What follows belongs to an exercise in optimizing a design on an open flow for small area; a production flow would make more cautious choices. Only simulation tests tie the RTL to the original design; equivalence was not proved.

$ cat flow/flow/run.sh
#!/bin/bash
# Layout flow: the standard synthesis; the combinational logic of the synthesized
# netlist is then re-mapped by ABC for area (registers, full/half adders and tie cells
# are kept as they are); then the standard layout from the netlist on, with the
# ports buffered by the smallest buffer and a clock tree of small buffers without
# dummy loads. Each tool's output goes to its own log here.
set -euo pipefail
HERE=$(pwd)
RES=$HERE/orfs/results/$FLOW_PLATFORM/pid/base
LIB=$FLOW_HOME/platforms/$FLOW_PLATFORM/lib/sky130_fd_sc_hd__tt_025C_1v80.lib
YOSYS=$FLOW_HOME/../tools/install/yosys/bin/yosys

# 1. standard synthesis up to the Yosys netlist
bash standard.sh "$RES/1_2_yosys.v" > synth.log 2>&1
cp "$RES/1_2_yosys.v" "$HERE/1_2_yosys_standard.v"

# 2. area re-mapping of the combinational logic
DONT_USE=""
for c in $(sed -n '/^export DONT_USE_CELLS/,/^$/p' "$FLOW_HOME/platforms/$FLOW_PLATFORM/config.mk" | grep -o 'sky130_fd_sc_hd__[a-z0-9_]*'); do
  DONT_USE="$DONT_USE -dont_use $c"
done
cat > remap.abc <<'A'
strash
&get -n
&deepsyn -T 120
&nf -R 1000
&put
topo
A
cat > remap.ys <<Y
read_liberty -ignore_miss_func $LIB
blackbox sky130_fd_sc_hd__*df* sky130_fd_sc_hd__*dl* sky130_fd_sc_hd__*sdf* sky130_fd_sc_hd__fa_* sky130_fd_sc_hd__ha_* sky130_fd_sc_hd__conb_*
read_verilog $HERE/1_2_yosys_standard.v
hierarchy -top $FLOW_TOP
flatten
opt_clean
abc -liberty $LIB -script $HERE/remap.abc $DONT_USE
opt_clean -purge
read_liberty -lib -ignore_miss_func $LIB
splitnets
opt_clean -purge
hilomap -singleton -hicell sky130_fd_sc_hd__conb_1 HI -locell sky130_fd_sc_hd__conb_1 LO
insbuf -buf sky130_fd_sc_hd__buf_1 A X
check -assert
select -assert-none t:\$*
tee -o $HERE/remap_stat.txt stat -liberty $LIB
write_verilog -noattr -nohex -nodec $HERE/1_2_yosys_remap.v
Y
# keep the re-mapped netlist only if it has the same registers (names and cell types)
regs() { grep -oE '^ *sky130_fd_sc_hd__[a-z0-9_]*(df|dl)[a-z0-9_]* +[^ ]+' "$1" | sed 's/^ *//' | sort; }
if "$YOSYS" -s remap.ys > remap.log 2>&1 && [[ -s "$HERE/1_2_yosys_remap.v" ]] \
   && [[ "$(regs "$HERE/1_2_yosys_standard.v")" == "$(regs "$HERE/1_2_yosys_remap.v")" ]]; then
  cp "$HERE/1_2_yosys_remap.v" "$RES/1_2_yosys.v"
  touch "$RES/1_2_yosys.v"
  echo "re-mapped netlist in use" >> remap.log
else
  echo "re-mapping failed or changed the registers; keeping the standard netlist" >> remap.log
fi

# 3. standard layout from the netlist
export BUFFER_PORTS_ARGS="-buffer_cell sky130_fd_sc_hd__buf_1"
export CTS_ARGS="-sink_clustering_enable -repair_clock_nets -dont_use_dummy_load -buf_list sky130_fd_sc_hd__clkbuf_4"
bash standard.sh finish > layout.log 2>&1
$ cat flow/standard.sh
#!/bin/bash
# synth_recipe.tcl (not shown) runs the flow's synth.tcl, then flattens the netlist and writes it again
# the make line also repeats each setting of config.mk as NAME=value (left out here)
make -C /OpenROAD-flow-scripts/flow DESIGN_CONFIG=/design/flow/config.mk WORK_HOME=/design/flow/orfs CLKGATE_MAP_FILE= SYNTH_SCRIPT=/design/flow/synth_recipe.tcl "${@:-finish}"
$ cat flow/config.mk
export PLATFORM = sky130hd
export DESIGN_NAME = pid
export DESIGN_NICKNAME = pid
export VERILOG_FILES = /design/flow/design.v
export SDC_FILE = /design/flow/constraint.sdc
export NUM_CORES = 4
export LEC_CHECK = 0
export ABC_AREA = 1
export ABC_CLOCK_PERIOD_IN_PS = 60000
export CAP_MARGIN = 20
export CORE_MARGIN = 2
export CORE_UTILIZATION = 40
export SLEW_MARGIN = 20
export SYNTH_HIERARCHICAL = 1
$ cat flow/constraint.sdc
create_clock -name core_clock -period 60.0 [get_ports {clk}]
set_input_delay 12.0000 -clock core_clock [delete_from_list [all_inputs] [get_ports {clk}]]
set_output_delay 12.0000 -clock core_clock [all_outputs]
set_load 0.01 [all_outputs]
$ cat flow/design.v
module csa_fa(input a, input b, input c, output s, output co);
  assign s = a ^ b ^ c;
  assign co = (a & b) | (a & c) | (b & c);
endmodule
module csa_ha(input a, input b, output s, output co);
  assign s = a ^ b;
  assign co = a & b;
endmodule
module rca #(parameter W = 8) (input [W-1:0] a, input [W-1:0] b, input ci, output [W-1:0] s);
  wire [W:0] c;
  assign c[0] = ci;
  genvar i;
  generate for (i = 0; i < W; i = i + 1) begin : g
    csa_fa f (a[i], b[i], c[i], s[i], c[i+1]);
  end endgenerate
endmodule
module seg_dec(input [3:0] d, output [6:0] o);
  assign o[6] = (~d[3] & ~d[2] & ~d[1] & d[0]) | (d[2] & ~d[1] & ~d[0]);
  assign o[5] = (d[2] & ~d[1] & d[0]) | (d[2] & d[1] & ~d[0]);
  assign o[4] = ~d[2] & d[1] & ~d[0];
  assign o[3] = (~d[3] & ~d[2] & ~d[1] & d[0]) | (d[2] & ~d[1] & ~d[0]) | (d[2] & d[1] & d[0]);
  assign o[2] = (d[2] & ~d[1]) | d[0];
  assign o[1] = (~d[3] & ~d[2] & d[0]) | (~d[2] & d[1]) | (d[1] & d[0]);
  assign o[0] = (~d[3] & ~d[2] & ~d[1]) | (d[2] & d[1] & d[0]);
endmodule
module pid_upd(input [13:0] r, input [14:0] k, input [10:0] x,
               input [11:0] tx, input tn, output [24:0] o);
  wire [24:0] ox;
  wire m1, m2; csa_fa u_m1 (~r[0], ~tx[0], ~tn, m1, m2);
  wire m3 = ~(~(k[0] & x[0]) ^ m1); wire m4 = ~(k[0] & x[0]) | m1;
  wire m5, m6; csa_fa u_m5 (~r[1], ~tx[1], ~(k[0] & x[1]), m5, m6);
  wire m7, m8; csa_fa u_m7 (~(k[1] & x[0]), m2, m4, m7, m8);
  wire m9 = ~(m5 ^ m7); wire m10 = m5 | m7;
  wire m11, m12; csa_fa u_m11 (~r[2], ~tx[2], ~(k[0] & x[2]), m11, m12);
  wire m13, m14; csa_fa u_m13 (~(k[1] & x[1]), ~(k[2] & x[0]), m6, m13, m14);
  wire m15, m16; csa_fa u_m15 (m11, m8, m13, m15, m16);
  wire m17 = ~(m10 ^ m15); wire m18 = m10 | m15;
  wire m19, m20; csa_fa u_m19 (~r[3], ~tx[3], ~(k[0] & x[3]), m19, m20);
  wire m21, m22; csa_fa u_m21 (~(k[1] & x[2]), ~(k[2] & x[1]), ~(k[3] & x[0]), m21, m22);
  wire m23, m24; csa_fa u_m23 (m12, m19, m21, m23, m24);
  wire m25, m26; csa_fa u_m25 (m14, m23, m16, m25, m26);
  wire m27 = ~(m18 ^ m25); wire m28 = m18 | m25;
  wire m29, m30; csa_fa u_m29 (~r[4], ~tx[4], ~(k[0] & x[4]), m29, m30);
  wire m31, m32; csa_fa u_m31 (~(k[1] & x[3]), ~(k[2] & x[2]), ~(k[3] & x[1]), m31, m32);
  wire m33, m34; csa_fa u_m33 (~(k[4] & x[0]), m20, m22, m33, m34);
  wire m35, m36; csa_fa u_m35 (m29, m31, m24, m35, m36);
  wire m37, m38; csa_fa u_m37 (m33, m35, m26, m37, m38);
  wire m39 = ~(m28 ^ m37); wire m40 = m28 | m37;
  wire m41, m42; csa_fa u_m41 (~r[5], ~tx[5], ~(k[0] & x[5]), m41, m42);
  wire m43, m44; csa_fa u_m43 (~(k[1] & x[4]), ~(k[2] & x[3]), ~(k[3] & x[2]), m43, m44);
  wire m45, m46; csa_fa u_m45 (~(k[4] & x[1]), ~(k[5] & x[0]), m30, m45, m46);
  wire m47, m48; csa_fa u_m47 (m32, m41, m43, m47, m48);
  wire m49, m50; csa_fa u_m49 (m34, m45, m47, m49, m50);
  wire m51, m52; csa_fa u_m51 (m36, m49, m38, m51, m52);
  wire m53 = ~(m40 ^ m51); wire m54 = m40 | m51;
  wire m55, m56; csa_fa u_m55 (~r[6], ~tx[6], ~(k[0] & x[6]), m55, m56);
  wire m57, m58; csa_fa u_m57 (~(k[1] & x[5]), ~(k[2] & x[4]), ~(k[3] & x[3]), m57, m58);
  wire m59, m60; csa_fa u_m59 (~(k[4] & x[2]), ~(k[5] & x[1]), ~(k[6] & x[0]), m59, m60);
  wire m61, m62; csa_fa u_m61 (m42, m44, m55, m61, m62);
  wire m63, m64; csa_fa u_m63 (m57, m59, m46, m63, m64);
  wire m65, m66; csa_fa u_m65 (m48, m61, m50, m65, m66);
  wire m67, m68; csa_fa u_m67 (m63, m65, m52, m67, m68);
  wire m69 = ~(m54 ^ m67); wire m70 = m54 | m67;
  wire m71, m72; csa_ha u_m71 (~r[7], ~tx[7], m71, m72);
  wire m73, m74; csa_fa u_m73 (~(k[0] & x[7]), ~(k[1] & x[6]), ~(k[2] & x[5]), m73, m74);
  wire m75, m76; csa_fa u_m75 (~(k[3] & x[4]), ~(k[4] & x[3]), ~(k[5] & x[2]), m75, m76);
  wire m77, m78; csa_fa u_m77 (~(k[6] & x[1]), ~(k[7] & x[0]), m71, m77, m78);
  wire m79, m80; csa_fa u_m79 (m56, m58, m60, m79, m80);
  wire m81, m82; csa_fa u_m81 (m73, m75, m77, m81, m82);
  wire m83, m84; csa_fa u_m83 (m62, m79, m81, m83, m84);
  wire m85, m86; csa_fa u_m85 (m64, m83, m66, m85, m86);
  wire m87, m88; csa_fa u_m87 (m85, m68, m70, m87, m88);
  wire m89, m90; csa_fa u_m89 (~r[8], ~tx[8], ~(k[0] & x[8]), m89, m90);
  wire m91, m92; csa_fa u_m91 (~(k[1] & x[7]), ~(k[2] & x[6]), ~(k[3] & x[5]), m91, m92);
  wire m93, m94; csa_fa u_m93 (~(k[4] & x[4]), ~(k[5] & x[3]), ~(k[6] & x[2]), m93, m94);
  wire m95, m96; csa_fa u_m95 (~(k[7] & x[1]), ~(k[8] & x[0]), m72, m95, m96);
  wire m97, m98; csa_fa u_m97 (m74, m76, m78, m97, m98);
  wire m99, m100; csa_fa u_m99 (m89, m91, m93, m99, m100);
  wire m101, m102; csa_fa u_m101 (m95, m80, m82, m101, m102);
  wire m103, m104; csa_fa u_m103 (m97, m99, m84, m103, m104);
  wire m105, m106; csa_fa u_m105 (m101, m103, m86, m105, m106);
  wire m107 = ~(m105 ^ m88); wire m108 = m105 | m88;
  wire m109, m110; csa_ha u_m109 (~r[9], ~tx[9], m109, m110);
  wire m111, m112; csa_fa u_m111 (~(k[0] & x[9]), ~(k[1] & x[8]), ~(k[2] & x[7]), m111, m112);
  wire m113, m114; csa_fa u_m113 (~(k[3] & x[6]), ~(k[4] & x[5]), ~(k[5] & x[4]), m113, m114);
  wire m115, m116; csa_fa u_m115 (~(k[6] & x[3]), ~(k[7] & x[2]), ~(k[8] & x[1]), m115, m116);
  wire m117, m118; csa_fa u_m117 (~(k[9] & x[0]), m109, m90, m117, m118);
  wire m119, m120; csa_fa u_m119 (m92, m94, m96, m119, m120);
  wire m121, m122; csa_fa u_m121 (m111, m113, m115, m121, m122);
  wire m123, m124; csa_fa u_m123 (m98, m100, m117, m123, m124);
  wire m125, m126; csa_fa u_m125 (m119, m121, m102, m125, m126);
  wire m127, m128; csa_fa u_m127 (m123, m104, m125, m127, m128);
  wire m129, m130; csa_fa u_m129 (m127, m106, m108, m129, m130);
  wire m131, m132; csa_fa u_m131 (~r[10], ~tx[10], (k[0] & x[10]), m131, m132);
  wire m133, m134; csa_fa u_m133 (~(k[1] & x[9]), ~(k[2] & x[8]), ~(k[3] & x[7]), m133, m134);
  wire m135, m136; csa_fa u_m135 (~(k[4] & x[6]), ~(k[5] & x[5]), ~(k[6] & x[4]), m135, m136);
  wire m137, m138; csa_fa u_m137 (~(k[7] & x[3]), ~(k[8] & x[2]), ~(k[9] & x[1]), m137, m138);
  wire m139, m140; csa_fa u_m139 (~(k[10] & x[0]), m110, m112, m139, m140);
  wire m141, m142; csa_fa u_m141 (m114, m116, m131, m141, m142);
  wire m143, m144; csa_fa u_m143 (m133, m135, m137, m143, m144);
  wire m145, m146; csa_fa u_m145 (m118, m120, m122, m145, m146);
  wire m147, m148; csa_fa u_m147 (m139, m141, m143, m147, m148);
  wire m149, m150; csa_fa u_m149 (m124, m145, m147, m149, m150);
  wire m151, m152; csa_fa u_m151 (m126, m149, m128, m151, m152);
  wire m153 = ~(m151 ^ m130); wire m154 = m151 | m130;
  wire m155, m156; csa_ha u_m155 (~r[11], ~tx[11], m155, m156);
  wire m157, m158; csa_fa u_m157 ((k[1] & x[10]), ~(k[2] & x[9]), ~(k[3] & x[8]), m157, m158);
  wire m159, m160; csa_fa u_m159 (~(k[4] & x[7]), ~(k[5] & x[6]), ~(k[6] & x[5]), m159, m160);
  wire m161, m162; csa_fa u_m161 (~(k[7] & x[4]), ~(k[8] & x[3]), ~(k[9] & x[2]), m161, m162);
  wire m163, m164; csa_fa u_m163 (~(k[10] & x[1]), ~(k[11] & x[0]), m155, m163, m164);
  wire m165, m166; csa_fa u_m165 (m132, m134, m136, m165, m166);
  wire m167, m168; csa_fa u_m167 (m138, m157, m159, m167, m168);
  wire m169, m170; csa_fa u_m169 (m161, m163, m140, m169, m170);
  wire m171, m172; csa_fa u_m171 (m142, m144, m165, m171, m172);
  wire m173, m174; csa_fa u_m173 (m167, m146, m148, m173, m174);
  wire m175, m176; csa_fa u_m175 (m169, m171, m150, m175, m176);
  wire m177, m178; csa_fa u_m177 (m173, m175, m152, m177, m178);
  wire m179 = ~(m177 ^ m154); wire m180 = m177 | m154;
  wire m181, m182; csa_fa u_m181 (~r[12], tn, (k[2] & x[10]), m181, m182);
  wire m183, m184; csa_fa u_m183 (~(k[3] & x[9]), ~(k[4] & x[8]), ~(k[5] & x[7]), m183, m184);
  wire m185, m186; csa_fa u_m185 (~(k[6] & x[6]), ~(k[7] & x[5]), ~(k[8] & x[4]), m185, m186);
  wire m187, m188; csa_fa u_m187 (~(k[9] & x[3]), ~(k[10] & x[2]), ~(k[11] & x[1]), m187, m188);
  wire m189, m190; csa_fa u_m189 (~(k[12] & x[0]), m156, m158, m189, m190);
  wire m191, m192; csa_fa u_m191 (m160, m162, m164, m191, m192);
  wire m193, m194; csa_fa u_m193 (m181, m183, m185, m193, m194);
  wire m195, m196; csa_fa u_m195 (m187, m166, m168, m195, m196);
  wire m197, m198; csa_fa u_m197 (m189, m191, m193, m197, m198);
  wire m199, m200; csa_fa u_m199 (m170, m172, m195, m199, m200);
  wire m201, m202; csa_fa u_m201 (m197, m174, m199, m201, m202);
  wire m203, m204; csa_fa u_m203 (m176, m201, m178, m203, m204);
  wire m205 = ~(m203 ^ m180); wire m206 = m203 | m180;
  wire m207, m208; csa_fa u_m207 (~r[13], (k[3] & x[10]), ~(k[4] & x[9]), m207, m208);
  wire m209, m210; csa_fa u_m209 (~(k[5] & x[8]), ~(k[6] & x[7]), ~(k[7] & x[6]), m209, m210);
  wire m211, m212; csa_fa u_m211 (~(k[8] & x[5]), ~(k[9] & x[4]), ~(k[10] & x[3]), m211, m212);
  wire m213, m214; csa_fa u_m213 (~(k[11] & x[2]), ~(k[12] & x[1]), ~(k[13] & x[0]), m213, m214);
  wire m215, m216; csa_fa u_m215 (m182, m184, m186, m215, m216);
  wire m217, m218; csa_fa u_m217 (m188, m207, m209, m217, m218);
  wire m219, m220; csa_fa u_m219 (m211, m213, m190, m219, m220);
  wire m221, m222; csa_fa u_m221 (m192, m194, m215, m221, m222);
  wire m223, m224; csa_fa u_m223 (m217, m196, m198, m223, m224);
  wire m225, m226; csa_fa u_m225 (m219, m221, m200, m225, m226);
  wire m227, m228; csa_fa u_m227 (m223, m202, m225, m227, m228);
  wire m229, m230; csa_fa u_m229 (m227, m204, m206, m229, m230);
  wire m231, m232; csa_ha u_m231 ((k[4] & x[10]), ~(k[5] & x[9]), m231, m232);
  wire m233, m234; csa_fa u_m233 (~(k[6] & x[8]), ~(k[7] & x[7]), ~(k[8] & x[6]), m233, m234);
  wire m235, m236; csa_fa u_m235 (~(k[9] & x[5]), ~(k[10] & x[4]), ~(k[11] & x[3]), m235, m236);
  wire m237, m238; csa_fa u_m237 (~(k[12] & x[2]), ~(k[13] & x[1]), (k[14] & x[0]), m237, m238);
  wire m239, m240; csa_fa u_m239 (m208, m210, m212, m239, m240);
  wire m241, m242; csa_fa u_m241 (m214, m231, m233, m241, m242);
  wire m243, m244; csa_fa u_m243 (m235, m237, m216, m243, m244);
  wire m245, m246; csa_fa u_m245 (m218, m239, m241, m245, m246);
  wire m247, m248; csa_fa u_m247 (m220, m222, m243, m247, m248);
  wire m249, m250; csa_fa u_m249 (m245, m224, m247, m249, m250);
  wire m251, m252; csa_fa u_m251 (m226, m249, m228, m251, m252);
  wire m253 = ~(m251 ^ m230); wire m254 = m251 | m230;
  wire m255, m256; csa_ha u_m255 ((k[5] & x[10]), ~(k[6] & x[9]), m255, m256);
  wire m257, m258; csa_fa u_m257 (~(k[7] & x[8]), ~(k[8] & x[7]), ~(k[9] & x[6]), m257, m258);
  wire m259, m260; csa_fa u_m259 (~(k[10] & x[5]), ~(k[11] & x[4]), ~(k[12] & x[3]), m259, m260);
  wire m261, m262; csa_fa u_m261 (~(k[13] & x[2]), (k[14] & x[1]), m232, m261, m262);
  wire m263, m264; csa_fa u_m263 (m234, m236, m238, m263, m264);
  wire m265, m266; csa_fa u_m265 (m255, m257, m259, m265, m266);
  wire m267, m268; csa_fa u_m267 (m240, m242, m261, m267, m268);
  wire m269, m270; csa_fa u_m269 (m263, m265, m244, m269, m270);
  wire m271, m272; csa_fa u_m271 (m246, m267, m248, m271, m272);
  wire m273, m274; csa_fa u_m273 (m269, m250, m271, m273, m274);
  wire m275, m276; csa_fa u_m275 (m273, m252, m254, m275, m276);
  wire m277, m278; csa_fa u_m277 ((k[6] & x[10]), ~(k[7] & x[9]), ~(k[8] & x[8]), m277, m278);
  wire m279, m280; csa_fa u_m279 (~(k[9] & x[7]), ~(k[10] & x[6]), ~(k[11] & x[5]), m279, m280);
  wire m281, m282; csa_fa u_m281 (~(k[12] & x[4]), ~(k[13] & x[3]), (k[14] & x[2]), m281, m282);
  wire m283, m284; csa_fa u_m283 (m256, m258, m260, m283, m284);
  wire m285, m286; csa_fa u_m285 (m277, m279, m281, m285, m286);
  wire m287, m288; csa_fa u_m287 (m262, m264, m266, m287, m288);
  wire m289, m290; csa_fa u_m289 (m283, m285, m268, m289, m290);
  wire m291, m292; csa_fa u_m291 (m287, m270, m289, m291, m292);
  wire m293, m294; csa_fa u_m293 (m272, m291, m274, m293, m294);
  wire m295 = ~(m293 ^ m276); wire m296 = m293 | m276;
  wire m297, m298; csa_fa u_m297 ((k[7] & x[10]), ~(k[8] & x[9]), ~(k[9] & x[8]), m297, m298);
  wire m299, m300; csa_fa u_m299 (~(k[10] & x[7]), ~(k[11] & x[6]), ~(k[12] & x[5]), m299, m300);
  wire m301, m302; csa_fa u_m301 (~(k[13] & x[4]), (k[14] & x[3]), m278, m301, m302);
  wire m303, m304; csa_fa u_m303 (m280, m282, m297, m303, m304);
  wire m305, m306; csa_fa u_m305 (m299, m284, m286, m305, m306);
  wire m307, m308; csa_fa u_m307 (m301, m303, m288, m307, m308);
  wire m309, m310; csa_fa u_m309 (m305, m290, m307, m309, m310);
  wire m311, m312; csa_fa u_m311 (m292, m309, m294, m311, m312);
  wire m313 = ~(m311 ^ m296); wire m314 = m311 | m296;
  wire m315, m316; csa_fa u_m315 ((k[8] & x[10]), ~(k[9] & x[9]), ~(k[10] & x[8]), m315, m316);
  wire m317, m318; csa_fa u_m317 (~(k[11] & x[7]), ~(k[12] & x[6]), ~(k[13] & x[5]), m317, m318);
  wire m319, m320; csa_fa u_m319 ((k[14] & x[4]), m298, m300, m319, m320);
  wire m321, m322; csa_fa u_m321 (m315, m317, m302, m321, m322);
  wire m323, m324; csa_fa u_m323 (m304, m319, m306, m323, m324);
  wire m325, m326; csa_fa u_m325 (m321, m308, m323, m325, m326);
  wire m327, m328; csa_fa u_m327 (m310, m325, m312, m327, m328);
  wire m329 = ~(m327 ^ m314); wire m330 = m327 | m314;
  wire m331, m332; csa_ha u_m331 ((k[9] & x[10]), ~(k[10] & x[9]), m331, m332);
  wire m333, m334; csa_fa u_m333 (~(k[11] & x[8]), ~(k[12] & x[7]), ~(k[13] & x[6]), m333, m334);
  wire m335, m336; csa_fa u_m335 ((k[14] & x[5]), m316, m318, m335, m336);
  wire m337, m338; csa_fa u_m337 (m331, m333, m320, m337, m338);
  wire m339, m340; csa_fa u_m339 (m335, m322, m337, m339, m340);
  wire m341, m342; csa_fa u_m341 (m324, m339, m326, m341, m342);
  wire m343, m344; csa_fa u_m343 (m341, m328, m330, m343, m344);
  wire m345, m346; csa_ha u_m345 ((k[10] & x[10]), ~(k[11] & x[9]), m345, m346);
  wire m347, m348; csa_fa u_m347 (~(k[12] & x[8]), ~(k[13] & x[7]), (k[14] & x[6]), m347, m348);
  wire m349, m350; csa_fa u_m349 (m332, m334, m345, m349, m350);
  wire m351, m352; csa_fa u_m351 (m347, m336, m349, m351, m352);
  wire m353, m354; csa_fa u_m353 (m338, m351, m340, m353, m354);
  wire m355, m356; csa_fa u_m355 (m353, m342, m344, m355, m356);
  wire m357, m358; csa_fa u_m357 ((k[11] & x[10]), ~(k[12] & x[9]), ~(k[13] & x[8]), m357, m358);
  wire m359, m360; csa_fa u_m359 ((k[14] & x[7]), m346, m348, m359, m360);
  wire m361, m362; csa_fa u_m361 (m357, m350, m359, m361, m362);
  wire m363, m364; csa_fa u_m363 (m352, m361, m354, m363, m364);
  wire m365 = ~(m363 ^ m356); wire m366 = m363 | m356;
  wire m367, m368; csa_fa u_m367 ((k[12] & x[10]), ~(k[13] & x[9]), (k[14] & x[8]), m367, m368);
  wire m369, m370; csa_fa u_m369 (m358, m367, m360, m369, m370);
  wire m371, m372; csa_fa u_m371 (m362, m369, m364, m371, m372);
  wire m373 = ~(m371 ^ m366); wire m374 = m371 | m366;
  wire m375, m376; csa_ha u_m375 ((k[13] & x[10]), (k[14] & x[9]), m375, m376);
  wire m377, m378; csa_fa u_m377 (m368, m375, m370, m377, m378);
  wire m379, m380; csa_fa u_m379 (m377, m372, m374, m379, m380);
  wire m381, m382; csa_fa u_m381 (~(k[14] & x[10]), m376, m378, m381, m382);
  wire m383 = ~(m381 ^ m380); wire m384 = m381 | m380;
  assign ox = {m383, m379, m373, m365, m355, m343, m329, m313, m295, m275, m253, m229, m205, m179, m153, m129, m107, m87, m69, m53, m39, m27, m17, m9, m3};
  assign o = ~ox;
endmodule
module pid_qupd(input [13:0] q, input [10:0] d, input [11:0] w, input wn, output [13:0] o);
  wire [13:0] ox;
  wire n1, n2; csa_fa u_n1 (~q[0], ~d[0], ~w[0], n1, n2);
  wire n3 = ~(~wn ^ n1); wire n4 = ~wn | n1;
  wire n5, n6; csa_fa u_n5 (~q[1], ~d[1], ~w[1], n5, n6);
  wire n7, n8; csa_fa u_n7 (n2, n5, n4, n7, n8);
  wire n9, n10; csa_fa u_n9 (~q[2], ~d[2], ~w[2], n9, n10);
  wire n11, n12; csa_fa u_n11 (n6, n9, n8, n11, n12);
  wire n13, n14; csa_fa u_n13 (~q[3], ~d[3], ~w[3], n13, n14);
  wire n15, n16; csa_ha u_n15 (n10, n13, n15, n16);
  wire n17 = ~(n15 ^ n12); wire n18 = n15 | n12;
  wire n19, n20; csa_fa u_n19 (~q[4], ~d[4], ~w[4], n19, n20);
  wire n21, n22; csa_ha u_n21 (n14, n19, n21, n22);
  wire n23, n24; csa_fa u_n23 (n16, n21, n18, n23, n24);
  wire n25, n26; csa_fa u_n25 (~q[5], ~d[5], ~w[5], n25, n26);
  wire n27, n28; csa_fa u_n27 (n20, n25, n22, n27, n28);
  wire n29 = ~(n27 ^ n24); wire n30 = n27 | n24;
  wire n31, n32; csa_fa u_n31 (~q[6], ~d[6], ~w[6], n31, n32);
  wire n33, n34; csa_fa u_n33 (n26, n31, n28, n33, n34);
  wire n35 = ~(n33 ^ n30); wire n36 = n33 | n30;
  wire n37, n38; csa_fa u_n37 (~q[7], ~d[7], ~w[7], n37, n38);
  wire n39, n40; csa_fa u_n39 (n32, n37, n34, n39, n40);
  wire n41 = ~(n39 ^ n36); wire n42 = n39 | n36;
  wire n43, n44; csa_fa u_n43 (~q[8], ~d[8], ~w[8], n43, n44);
  wire n45, n46; csa_fa u_n45 (n38, n43, n40, n45, n46);
  wire n47 = ~(n45 ^ n42); wire n48 = n45 | n42;
  wire n49, n50; csa_fa u_n49 (~q[9], ~d[9], ~w[9], n49, n50);
  wire n51, n52; csa_fa u_n51 (n44, n49, n46, n51, n52);
  wire n53 = ~(n51 ^ n48); wire n54 = n51 | n48;
  wire n55, n56; csa_fa u_n55 (~q[10], ~d[10], ~w[10], n55, n56);
  wire n57, n58; csa_ha u_n57 (n50, n55, n57, n58);
  wire n59, n60; csa_fa u_n59 (n57, n52, n54, n59, n60);
  wire n61, n62; csa_ha u_n61 (~q[11], ~w[11], n61, n62);
  wire n63, n64; csa_fa u_n63 (n56, n61, n58, n63, n64);
  wire n65 = ~(n63 ^ n60); wire n66 = n63 | n60;
  wire n67, n68; csa_ha u_n67 (~q[12], ~wn, n67, n68);
  wire n69, n70; csa_fa u_n69 (n62, n67, n64, n69, n70);
  wire n71 = ~(n69 ^ n66); wire n72 = n69 | n66;
  wire n73, n74; csa_ha u_n73 (~q[13], ~wn, n73, n74);
  wire n75, n76; csa_fa u_n75 (n68, n73, n70, n75, n76);
  wire n77 = ~(n75 ^ n72); wire n78 = n75 | n72;
  assign ox = {n77, n71, n65, n59, n53, n47, n41, n35, n29, n23, n17, n11, n7, n3};
  assign o = ~ox;
endmodule
module pid (
	input clk,
	input res,
	input c_active,
	input kp_active,
	input ki_active,
	input kd_active,
	input inc_up,
	input inc_dn,
	input motor_rot_pulse,
	output disp_rs,
	output disp_rw,
	output disp_en,
	output display_on,
	output [7:0]disp_data,
	output [6:0]seg7_k,
	output [6:0]seg7_eq,
	output [6:0]seg7_thousands,
	output [6:0]seg7_hundreds,
	output [6:0]seg7_tens,
	output [6:0]seg7_ones,
	output velocity_command_pulse,
	output [15:0]command_speed_out
);
  function [4:0] bcd_step(input [3:0] d, input up);
    begin
      if (up) bcd_step = (d == 4'd9) ? {1'b1, 4'd0} : {1'b0, d + 4'd1};
      else    bcd_step = (d == 4'd0) ? {1'b1, 4'd9} : {1'b0, d - 4'd1};
    end
  endfunction
  reg [4:0] ui_cnt;
  wire ui_tick = (ui_cnt == 5'd15);
  reg [2:0] lc;
  reg lp;
  wire lcd_tick = lc[2] & ~lp;
  reg [9:0] lrc;
  reg lrp;
  reg [7:0] win;
  wire win_end = (win == 8'd0) & (lc == 3'd0) & ~lp;
  reg [13:0] pq;
  reg [2:0] pr;
  wire pq_end = pq[13] & pq[10] & pq[9] & pq[8] & pq[4];
  always @(posedge clk) begin
    if (!res) begin
      ui_cnt <= 5'd0;
      lc <= 3'd0; lp <= 1'b0;
      lrc <= 10'd0; lrp <= 1'b0;
      win <= 8'd0;
      pq <= 14'd0; pr <= 3'd0;
    end else begin
      ui_cnt <= ui_cnt + 5'd1;
      if (lc[2]) begin lc <= 3'd0; lp <= ~lp; end
      else lc <= lc + 3'd1;
      if (lrc == 10'd0) begin lrc <= 10'd1000; lrp <= ~lrp; end
      else lrc <= lrc - 10'd1;
      if (lc[2] & lp) win <= (win == 8'd199) ? 8'd0 : win + 8'd1;
      if (pq_end) begin pq <= 14'd0; pr <= 3'd0; end
      else if (pr[2]) begin pr <= 3'd0; pq <= pq + 14'd1; end
      else pr <= pr + 3'd1;
    end
  end
  reg [3:0] act;                   
  reg [15:0] ucs;                  
  wire up = ~inc_up & inc_dn;
  wire dn = inc_up & ~inc_dn;
  wire selc = (act == 4'b1000);
  wire selp = (act == 4'b0100);
  wire seli = (act == 4'b0010);
  wire seld = (act == 4'b0001);
  wire step = ui_tick & (up | dn);
  wire [4:0] u0 = bcd_step(ucs[3:0], up);
  wire [4:0] u1 = bcd_step(ucs[7:4], up);
  wire [4:0] u2 = bcd_step(ucs[11:8], up);
  wire [4:0] u3 = bcd_step(ucs[15:12], up);
  wire [15:0] unext = {u0[4] & u1[4] & u2[4] ? u3[3:0] : ucs[15:12],
                       u0[4] & u1[4] ? u2[3:0] : ucs[11:8],
                       u0[4] ? u1[3:0] : ucs[7:4], u0[3:0]};
  reg [9:0] kold;
  reg [1:0] ktag;                  
  reg [9:0] kpb, kib, kdb;
  wire [9:0] kb = selp ? kpb : seli ? kib : kdb;
  wire [9:0] kbn = up ? ((kb == 10'd999) ? 10'd0 : kb + 10'd1)
                      : ((kb == 10'd0) ? 10'd999 : kb - 10'd1);
  wire ucs_wrap = up ? (ucs == 16'h9999) : (ucs == 16'h0000);
  wire ki_wrap = up ? (kib == 10'd999) : (kib == 10'd0);
  reg uev, uup, uwr, kev, kup, kwr;
  always @(posedge clk) begin
    if (!res) begin
      act <= 4'd0;
      ucs <= 16'h1000;
      kold <= 10'd0; ktag <= 2'd0;
      kpb <= 10'd0; kib <= 10'd0; kdb <= 10'd0;
      uev <= 1'b0; uup <= 1'b0; uwr <= 1'b0; kev <= 1'b0; kup <= 1'b0; kwr <= 1'b0;
    end else begin
      if (ui_tick) begin
        uev <= step & selc; uup <= up; uwr <= ucs_wrap;
        kev <= step & seli; kup <= up; kwr <= ki_wrap;
        act <= {c_active, kp_active, ki_active, kd_active};
        ktag <= 2'd0;
        if (step & selc) ucs <= unext;
        if (step & (selp | seli | seld)) begin
          kold <= kb;
          ktag <= selp ? 2'd1 : seli ? 2'd2 : 2'd3;
        end
        if (step & selp) kpb <= kbn;
        if (step & seli) kib <= kbn;
        if (step & seld) kdb <= kbn;
      end
    end
  end
  reg last_pulse;
  reg [9:0] pcq;                   
  reg [9:0] fb;                    
  reg [10:0] dl;                   
  wire [10:0] dln;
  rca #(11) sub_f (.a({1'b0, fb}), .b(~{1'b0, pcq}), .ci(1'b1), .s(dln));
  always @(posedge clk) begin
    last_pulse <= motor_rot_pulse;
    if (!res) begin
      pcq <= 10'd0; fb <= 10'd0; dl <= 11'd0;
    end else if (win_end) begin
      fb <= pcq; pcq <= 10'd0; dl <= dln;
    end else if (~last_pulse & motor_rot_pulse)
      pcq <= pcq + 10'd1;
  end
  reg [15:0] cmd, prv;
  wire P16 = (ui_cnt == 5'd16);
  wire P17 = (ui_cnt == 5'd17);
  wire P18 = (ui_cnt == 5'd18);
  wire wz = (win == 8'd0) & ~lp;
  wire W1 = wz & (lc == 3'd1);
  wire W2 = wz & (lc == 3'd2);
  wire W3 = wz & (lc == 3'd3);
  wire [11:0] kpd, ks1, m;
  rca #(12) add_k0 (.a({2'b00, kpb}), .b({2'b00, kdb}), .ci(1'b0), .s(kpd));     
  rca #(12) add_k1 (.a(kpd), .b({2'b00, kib}), .ci(1'b0), .s(ks1));             
  rca #(12) add_m  (.a(kpd), .b({2'b00, kdb}), .ci(1'b0), .s(m));               
  reg [14:0] e;
  wire [14:0] de = win_end ? {{4{dln[10]}}, dln} :
                   (step & selc) ? (ucs_wrap ? (up ? -15'sd9999 : 15'sd9999) : (up ? 15'sd1 : -15'sd1)) : 15'd0;
  wire [14:0] en;
  rca #(15) add_e (.a(e), .b(de), .ci(1'b0), .s(en));
  wire mk = P16 & kev;
  wire [14:0] mn = ~{3'b000, m} + 15'd1;    
  wire [14:0] K = W1 ? {3'b000, ks1} : W2 ? mn : W3 ? {5'd0, kdb} : mk ? e : 15'd0;
  wire [10:0] X = (W1 | W2 | W3) ? dl :
                  kup ? (kwr ? -11'sd999 : 11'sd1) : (kwr ? 11'sd999 : -11'sd1);
  wire [11:0] Kt = ~uev ? 12'd0 : P16 ? ks1 : P17 ? m : P18 ? {2'b00, kdb} : 12'd0;
  wire tneg = uev & (P16 | P17 | P18) & (~uup ^ P17);
  wire [11:0] TX = Kt ^ {12{tneg}};
  wire [11:0] Kw = uwr ? Kt : 12'd0;
  wire wneg = uwr & uev & (P16 | P17 | P18) & ~tneg;
  reg [13:0] Q;                    
  reg [13:0] R;                    
  wire [24:0] rb;
  pid_upd upd (.r(R), .k(K), .x(X), .tx(TX), .tn(tneg), .o(rb));
  reg [10:0] quo;
  reg [10:0] rr;
  reg [11:0] bw;
  reg ge;
  integer i, j;
  localparam [10:0] D625 = 11'd625;
  always @(*) begin
    rr = 11'd0;
    quo = 11'd0;
    for (i = 20; i >= 0; i = i - 1) begin
      rr = {rr[9:0], rb[i + 4]};
      bw[0] = 1'b0;
      for (j = 0; j < 11; j = j + 1)
        bw[j+1] = D625[j] ? (~rr[j] | bw[j]) : (~rr[j] & bw[j]);
      ge = ~bw[11];
      for (j = 0; j < 11; j = j + 1)
        rr[j] = rr[j] ^ (ge & (D625[j] ^ bw[j]));
      if (i < 11) quo[i] = ge;
    end
  end
  wire [13:0] Rn = {rr[9:0], rb[3:0]};
  wire [13:0] Qn;
  pid_qupd qupd (.q(Q), .d(quo), .w(Kw ^ {12{wneg}}), .wn(wneg), .o(Qn));
  wire [15:0] cmdn;
  rca #(16) add_c (.a(prv), .b({{2{Q[13]}}, Q}), .ci(Q[13] & (|R)), .s(cmdn));
  always @(posedge clk) begin
    if (!res) begin
      Q <= 14'd0; R <= 14'd0; e <= 15'd1000;
      cmd <= 16'd0; prv <= 16'd0;
    end else begin
      Q <= Qn; R <= Rn; e <= en;
      prv <= cmd;
      cmd <= cmdn;
    end
  end
  assign command_speed_out = cmd;
  assign velocity_command_pulse = ({2'b00, pq} < cmd);
  function [3:0] add3(input [3:0] d);
    begin
      add3[3] = d[3] | (d[2] & (d[1] | d[0]));
      add3[2] = (d[2] & ~d[1] & ~d[0]) | (d[3] & d[0]);
      add3[1] = (~d[2] & d[1]) | (d[1] & d[0]) | (d[3] & ~d[0]);
      add3[0] = (~d[3] & ~d[2] & d[0]) | (d[2] & d[1] & ~d[0]) | (d[3] & ~d[0]);
    end
  endfunction
  function [11:0] bcd3(input [9:0] b);
    integer n; reg [21:0] w;
    begin
      w = {12'd0, b};
      for (n = 0; n < 10; n = n + 1) begin
        w[13:10] = add3(w[13:10]);
        w[17:14] = add3(w[17:14]);
        w = w << 1;
      end
      bcd3 = w[21:10];
    end
  endfunction
  wire anysel = selc | selp | seli | seld;
  wire [15:0] dsel = selc ? ucs : {4'd0, bcd3(kb)};
  wire [6:0] s3, s2, s1, s0;
  seg_dec dec3 (dsel[15:12], s3);
  seg_dec dec2 (dsel[11:8], s2);
  seg_dec dec1 (dsel[7:4], s1);
  seg_dec dec0 (dsel[3:0], s0);
  assign seg7_thousands = anysel ? s3 : 7'b1111111;
  assign seg7_hundreds  = anysel ? s2 : 7'b1111111;
  assign seg7_tens      = anysel ? s1 : 7'b1111111;
  assign seg7_ones      = anysel ? s0 : 7'b1111111;
  assign seg7_k  = selc ? 7'b0110001 : selp ? 7'b0011000 : seli ? 7'b1111001 :
                   seld ? 7'b1000010 : 7'b1111111;
  assign seg7_eq = anysel ? 7'b1110110 : 7'b1111111;
  reg [5:0] idx;
  reg [1:0] st;                    
  always @(posedge clk) begin
    if (!res || !lrp) begin
      idx <= 6'd0; st <= 2'd0;
    end else if (lcd_tick) begin
      case (st)
        2'd0: begin idx <= 6'd0; st <= 2'd1; end
        2'd1: st <= (idx[5] & idx[2] & idx[0]) ? 2'd3 : 2'd2;
        2'd2: begin idx <= idx + 6'd1; st <= 2'd1; end
        default: st <= 2'd3;
      endcase
    end
  end
  assign disp_en = (st == 2'd2);
  assign disp_rw = 1'b0;
  assign display_on = 1'b1;
  reg [15:0] vcmd;
  reg [9:0] vfb;
  always @(posedge clk) begin
    if (!res) begin
      vcmd <= 16'd0; vfb <= 10'd0;
    end else if (ui_tick) begin
      vcmd <= cmd; vfb <= fb;
    end
  end
  wire [9:0] kpl = (ktag == 2'd1) ? kold : kpb;
  wire [9:0] kil = (ktag == 2'd2) ? kold : kib;
  wire [9:0] kdl = (ktag == 2'd3) ? kold : kdb;
  wire vsel_fb = idx[5];           
  wire vsel_k = ~idx[5] & idx[4] & (idx[3] | idx[2]);    
  wire [9:0] klcd = (idx[3:2] == 2'b01) ? kpl : (idx[3:2] == 2'b10) ? kil : kdl;
  wire vneg = ~vsel_fb & ~vsel_k & vcmd[15];
  wire [15:0] vval = vsel_k ? {6'd0, klcd} : vsel_fb ? {6'd0, vfb} : vcmd;
  wire [15:0] vmag = (vval ^ {16{vneg}}) + {15'd0, vneg};
  reg [35:0] z;
  integer bi;
  always @(*) begin
    z = {20'd0, vmag};
    for (bi = 0; bi < 16; bi = bi + 1) begin
      z[19:16] = add3(z[19:16]);
      z[23:20] = add3(z[23:20]);
      z[27:24] = add3(z[27:24]);
      z[31:28] = add3(z[31:28]);
      z = z << 1;
    end
  end
  wire [3:0] thou4 = {z[32], 3'b000} + {1'b0, z[33:32], 1'b0} + z[31:28];  
  wire [1:0] vpos = idx[5] ? idx[1:0] : idx[1:0] + 2'd1;
  wire [3:0] vdig = (vpos == 2'd0) ? thou4 : (vpos == 2'd1) ? z[27:24] :
                    (vpos == 2'd2) ? z[23:20] : z[19:16];
  wire [3:0] vdig_s = vneg ? (4'd0 - vdig) : vdig;
  wire [7:0] vchar = (vdig_s <= 4'd9) ? {4'h3, vdig_s} : 8'd3;
  reg [8:0] lcd_out;
  always @(*) begin
    case (idx)
      6'd0: lcd_out = {1'b0, 8'b0011_1000};
      6'd1: lcd_out = {1'b0, 8'b0000_0110};
      6'd2: lcd_out = {1'b0, 8'b0000_0001};
      6'd3: lcd_out = {1'b1, "K"};
      6'd4: lcd_out = {1'b1, "p"};
      6'd5: lcd_out = {1'b1, " "};
      6'd6: lcd_out = {1'b1, " "};
      6'd7: lcd_out = {1'b1, "K"};
      6'd8: lcd_out = {1'b1, "i"};
      6'd9: lcd_out = {1'b1, " "};
      6'd10: lcd_out = {1'b1, " "};
      6'd11: lcd_out = {1'b1, "K"};
      6'd12: lcd_out = {1'b1, "d"};
      6'd13: lcd_out = {1'b1, " "};
      6'd14: lcd_out = {1'b1, " "};
      6'd15, 6'd16, 6'd17, 6'd18: lcd_out = {1'b1, vchar};
      6'd19: lcd_out = {1'b0, 8'b1100_0000};
      6'd20, 6'd21, 6'd22: lcd_out = {1'b1, vchar};
      6'd23: lcd_out = {1'b1, " "};
      6'd24, 6'd25, 6'd26: lcd_out = {1'b1, vchar};
      6'd27: lcd_out = {1'b1, " "};
      6'd28, 6'd29, 6'd30: lcd_out = {1'b1, vchar};
      6'd31: lcd_out = {1'b1, " "};
      6'd32, 6'd33, 6'd34, 6'd35: lcd_out = {1'b1, vchar};
      default: lcd_out = {1'b0, 8'b1000_0000};
    endcase
  end
  assign disp_rs = lcd_out[8];
  assign disp_data = lcd_out[7:0];
endmodule
==> impl_metrics.env, run 1 <==
export IMPL_status="no timing/DRC/antenna violations"
export IMPL_ios=80
export IMPL_cts_hold_buf=0
export IMPL_die_y_um=243
export IMPL_grt_pass1_vias=19986
export IMPL_max_freq_mhz=28.4
export IMPL_rows=87
export IMPL_wl_um=63500
export IMPL_grt_max_degree=61
export IMPL_reg2regPathDepth=150
export IMPL_cp_required_ps=60610
export IMPL_cpMaxStageDelayCell="a21boi_0"
export IMPL_initial_core_util_pct=40.5
export IMPL_hold_viol_final=0
export IMPL_io_buffers=72
export IMPL_synthCells=2685
export IMPL_rsz0062_at_grt="false"
export IMPL_area_delta_synth_final_pct=8.20
export IMPL_dr_pass1_iters=6
export IMPL_r2r_slack_ps=24830
export IMPL_die_w_um=243
export IMPL_clk_pin_slew_ps=60
export IMPL_cts_tree="yes"
export IMPL_clock_latency_ps=740
export IMPL_clk_path_buf_depth=3
export IMPL_setup_violations=0
export IMPL_yosys_warnings=7
export IMPL_cp_startpoint="kdb[0]$_SDFFE_PN0P_"
export IMPL_postSynthAreaPerCell_sq_um=8.51
export IMPL_first_iter_violations=1570
export IMPL_cp_start_kind="flip-flop"
export IMPL_grt_ovfl_total=0
export IMPL_numClockSinks=253
export IMPL_finClkSkew_ps=68.8
export IMPL_via_per_inst=5.56
export IMPL_wl_per_cell_um=17.7
export IMPL_holdPathStages=1
export IMPL_end_kind="flip-flop"
export IMPL_period_share_pct=58.6
export IMPL_maxSlewViolCount=0
export IMPL_rr_endpoint="Q[13]$_SDFF_PN0_"
export IMPL_post_cts_resized=0
export IMPL_gr_usage_all_layers_pct=21.7
export IMPL_root_buffer="clkbuf_4"
export IMPL_finalCriticalPeriod_ps=35170
export IMPL_path_class="flip-flop to flip-flop"
export IMPL_grt_pass1_wl_um=104000
export IMPL_syn_cell_area_sq_um=22800
export IMPL_drc=0
export IMPL_maxSlewHeadroom_pct=28.6
export IMPL_core_region_area_sq_um=56400
export IMPL_antenna_found_initial=1
export IMPL_crit_path_max_fanout=8
export IMPL_drv_cap=0
export IMPL_dieArea_sq_um=59000
export IMPL_cts_setup_buffers=0
export IMPL_r2r_start="kdb[0]$_SDFFE_PN0P_"
export IMPL_cts_max_level=3
export IMPL_hold_ws_ps=433
export IMPL_tightest_slew_ps=1070
export IMPL_dp_hpwl_um=49600
export IMPL_numCtsBuffers=68
export IMPL_critPathMaxStageDelay_ps=700
export IMPL_place_congestion=0.907
export IMPL_worstHoldPathType="flip-flop to flip-flop"
export IMPL_worstPathArrival_ps=35780
export IMPL_cp_endpoint="Q[13]$_SDFF_PN0_"
export IMPL_drive_gt1_share_pct=3.28
export IMPL_cp_common_cell="fa_1"
export IMPL_ant_nets=0
export IMPL_final_nets=3211
export IMPL_tns_ps=0
export IMPL_via_count=19999
[worst min-delay path by stage]
stage	startpoint	end	slack (ps)
after global placement	pr[0]$_SDFF_PP0_	pr[0]$_SDFF_PP0_	410
after global routing	pr[0]$_SDFF_PP0_	pr[0]$_SDFF_PP0_	470
final	pr[0]$_SDFF_PP0_	pr[0]$_SDFF_PP0_	430
after CTS	cmd[10]$_SDFF_PN0_	prv[10]$_SDFF_PN0_	440
after floorplan	pr[0]$_SDFF_PP0_	pr[0]$_SDFF_PP0_	400
after detailed placement	pr[0]$_SDFF_PP0_	pr[0]$_SDFF_PP0_	430
[per-layer routing]
| layer | vias up | wire length (um) | global-route usage (%) |
|---|---|---|---|
| met3 | 107 | 3880 | 3.96 |
| met2 | 645 | 29300 | 35.1 |
| met5 | - | 0 | 0 |
| met1 | 9703 | 29000 | 29.5 |
| met4 | 0 | 1310 | 6.32 |
| li1 | 9544 | - | - |
[per-stage QoR]
stage               setup slack [ps]  area (sq um)  instances  util [%]
finish                         24830         24700       3596      43.8
global route                   21810         24700       3596      43.8
CTS                            24730         24700       3595      43.8
detailed placement             24780         24200       3527      42.9
global placement               25840         24200       3527      42.9
floorplan                      27910         22900       2705         -
[state kept, by name, summed over array words and instances, names as in the netlist, 11 cells and up]
signal	flops
cmd	16
prv	16
ucs	16
vcmd	16
e	15
Q	14
R	14
pq	14
dl	11
[cell usage in the layout (no fill, tap or decap), types with 68 or more instances in the layout]
cell	instances
a21oi_1	137
a22o_1	82
buf_1	71
clkbuf_4	68
clkinv_1	212
dfxtp_1	253
fa_1	268
ha_1	93
nand2_1	379
nor2_1	282
o21ai_0	137
[critical path, delay by kind of cell, from the launching register on]
kind | cells | cell delay [ps]
multiplexers | 1 | 390
AND/OR/NAND/NOR | 50 | 9410
buffers and inverters | 24 | 2090
adder cells (fa/ha/maj) | 53 | 16440
flip-flops | 1 | 490
AO/OA/AOI/OAI | 15 | 4990
XOR/XNOR | 7 | 1270
[final cells by class]
class,count,area (sq um)
Tap cell,756,946
Inverter,212,796
Antenna cell,1,2.50
Sequential cell,253,5060
Clock buffer,68,510
Fill cell,5643,31700
Multi-Input combinational cell,2213,17000
Timing Repair Buffer,93,429
==> inputs of run 2 (changes only) <==
--- a/flow/flow/run.sh
+++ b/flow/flow/run.sh
@@ -59,5 +59,5 @@
 
 # 3. standard layout from the netlist
 export BUFFER_PORTS_ARGS="-buffer_cell sky130_fd_sc_hd__buf_1"
-export CTS_ARGS="-sink_clustering_enable -repair_clock_nets -dont_use_dummy_load -buf_list sky130_fd_sc_hd__clkbuf_4"
+export CTS_ARGS="-sink_clustering_enable -repair_clock_nets -dont_use_dummy_load -buf_list sky130_fd_sc_hd__clkbuf_8 -sink_clustering_size 12 -sink_clustering_max_diameter 50"
 bash standard.sh finish > layout.log 2>&1
==> impl_metrics.env, run 2 <==
export IMPL_final_cell_mix="nand2_1, nor2_1, fa_1, dfxtp_1, clkinv_1"
export IMPL_ant_nets=0
export IMPL_rsz0062_at_grt="false"
export IMPL_end_kind="flip-flop"
export IMPL_post_cts_resized=0
export IMPL_hold_start="pr[0]$_SDFF_PP0_"
export IMPL_finalCriticalPeriod_ps=35240
export IMPL_via_count=19777
export IMPL_rr_endpoint="Q[13]$_SDFF_PN0_"
export IMPL_dp_slack_ps=24780
export IMPL_hold_ws_ps=435
export IMPL_status="no timing/DRC/antenna violations"
export IMPL_period_share_pct=58.7
export IMPL_root_buffer="clkbuf_8"
export IMPL_fin_util_pct=43.6
export IMPL_yosys_warnings=7
export IMPL_setup_violations=0
export IMPL_first_iter_violations=1417
export IMPL_cp_startpoint="kdb[0]$_SDFFE_PN0P_"
export IMPL_rows=87
export IMPL_antenna_found_initial=0
export IMPL_clock_latency_ps=600
export IMPL_core_region_area_sq_um=56400
export IMPL_numClockSinks=253
export IMPL_wl_per_cell_um=17.7
export IMPL_io_buffers=72
export IMPL_finalWorstSetupSlack_ps=24760
export IMPL_via_per_inst=5.56
export IMPL_drc=0
export IMPL_cp_required_ps=60470
export IMPL_place_congestion=0.907
export IMPL_cts_hold_buf=0
export IMPL_holdPathStages=1
export IMPL_synthCells=2685
export IMPL_maxSlewHeadroom_pct=29.2
export IMPL_die_y_um=243
export IMPL_dieArea_sq_um=59000
export IMPL_cts_setup_buffers=0
export IMPL_cts_max_level=1
export IMPL_r2r_start="kdb[0]$_SDFFE_PN0P_"
export IMPL_wl_um=62800
export IMPL_hold_viol_final=0
export IMPL_drv_cap=0
export IMPL_min_to="pr[0]$_SDFF_PP0_"
export IMPL_num_antenna_cells=0
export IMPL_layout_commonest_cell="nand2_1"
export IMPL_gr_usage_all_layers_pct=21.2
export IMPL_clk_path_buf_depth=3
export IMPL_crit_path_max_fanout=8
export IMPL_maxSlewViolCount=0
export IMPL_grt_pass1_wl_um=103000
export IMPL_tightest_slew_ps=1060
export IMPL_tns_ps=0
export IMPL_reg2regPathDepth=150
export IMPL_area_delta_synth_final_pct=7.64
export IMPL_dr_pass1_iters=6
export IMPL_grt_ovfl_total=0
export IMPL_r2r_slack_ps=24760
export IMPL_grt_pass1_vias=19665
export IMPL_ios=80
export IMPL_cts_tree="yes"
export IMPL_postSynthAreaPerCell_sq_um=8.51
export IMPL_die_w_um=243
export IMPL_clk_pin_slew_ps=80
export IMPL_nFillCells=5640
export IMPL_grt_max_degree=61
export IMPL_path_class="flip-flop to flip-flop"
export IMPL_cp_start_kind="flip-flop"
export IMPL_numCtsBuffers=28
export IMPL_drive_gt1_share_pct=1.89
export IMPL_dp_hpwl_um=49600
export IMPL_critPathMaxStageDelay_ps=700
export IMPL_worstHoldPathType="flip-flop to flip-flop"
export IMPL_cpMaxStageDelayCell="a21boi_0"
export IMPL_max_freq_mhz=28.4
export IMPL_final_nets=3171
export IMPL_initial_core_util_pct=40.5
export IMPL_syn_cell_area_sq_um=22800
export IMPL_worstPathArrival_ps=35700
export IMPL_cp_common_cell="fa_1"
export IMPL_finClkSkew_ps=43.4
[run 2: cell types whose count changed in the layout (fill, tap and decap cells not counted), sizes merged]
cell    before  now
clkbuf      68   28
diode        1    0
[run 2: cell type report]
cell class,instances,area (sq um),share of cell area [%]
well taps,756,946,3.85
clock buffers,28,385,1.57
inverters,212,796,3.24
flip-flops and latches,253,5060,20.6
multi-input cells,2213,17000,69.0
repair buffers,93,429,1.75
[run 2: through the flow]
stage               std cells  instance area [sq um]
floorplan                2705                  22900
global placement         3527                  24200
detailed placement       3527                  24200
CTS                      3555                  24600
global route             3555                  24600
finish                   3555                  24600
[run 2: worst max-delay path: cells and delay by family (launching register included)]
kind	cells	cell delay [ps]
xor+xnor	7	1270
buf+inv	24	2080
compound gates	15	5000
flops	1	500
fa+ha+maj	53	16420
simple gates	50	9410
mux	1	420
[run 2: worst max-delay path by stage]
stage | end | slack, ps
2_1_floorplan | Q[13]$_SDFF_PN0_ | 27910
3_3_place_gp | Q[13]$_SDFF_PN0_ | 25840
3_5_place_dp | Q[13]$_SDFF_PN0_ | 24780
4_1_cts | Q[13]$_SDFF_PN0_ | 24680
5_1_grt | Q[13]$_SDFF_PN0_ | 21760
6_report | Q[13]$_SDFF_PN0_ | 24760
[run 2: per-layer routing]
| layer | part of all wire (%) | GRT usage [%] |
|---|---|---|
| met1 | 45 | 29.3 |
| met4 | 2.1 | 5.14 |
| met5 | 0 | 0 |
| met2 | 46 | 35.2 |
| met3 | 6.2 | 2.92 |

static timing again, ports no longer ideal:
The results above use ideal ports. As a check the final layouts listed here were re-extracted and re-timed, cells and wires unchanged.
Step 1 assumes that a clkbuf_16 drives the clock port and a buf_2 every other input.
Step 2 moves the port delays by t, midway between the first and last clock arrival at a register: inputs arrive t later, outputs are due t later. That takes back most of the time a late clock gives input paths.
Three values: no drivers, after step 1, after step 2; two values: the first two.
| run | shift t [ns] | setup slack, ns | hold WS [ns] | slew at the worst register clock pin (ns) |
|---|---|---|---|---|
| run 1 | 0.762 | 24.831 / 24.831 / 24.831 | 0.433 / 0.433 / 0.433 | 0.08 / 0.08 |
| run 2 | 0.635 | 24.764 / 24.764 / 24.764 | 0.435 / 0.435 / 0.435 | 0.09 / 0.09 |
After both steps setup and hold are still met in every run listed.
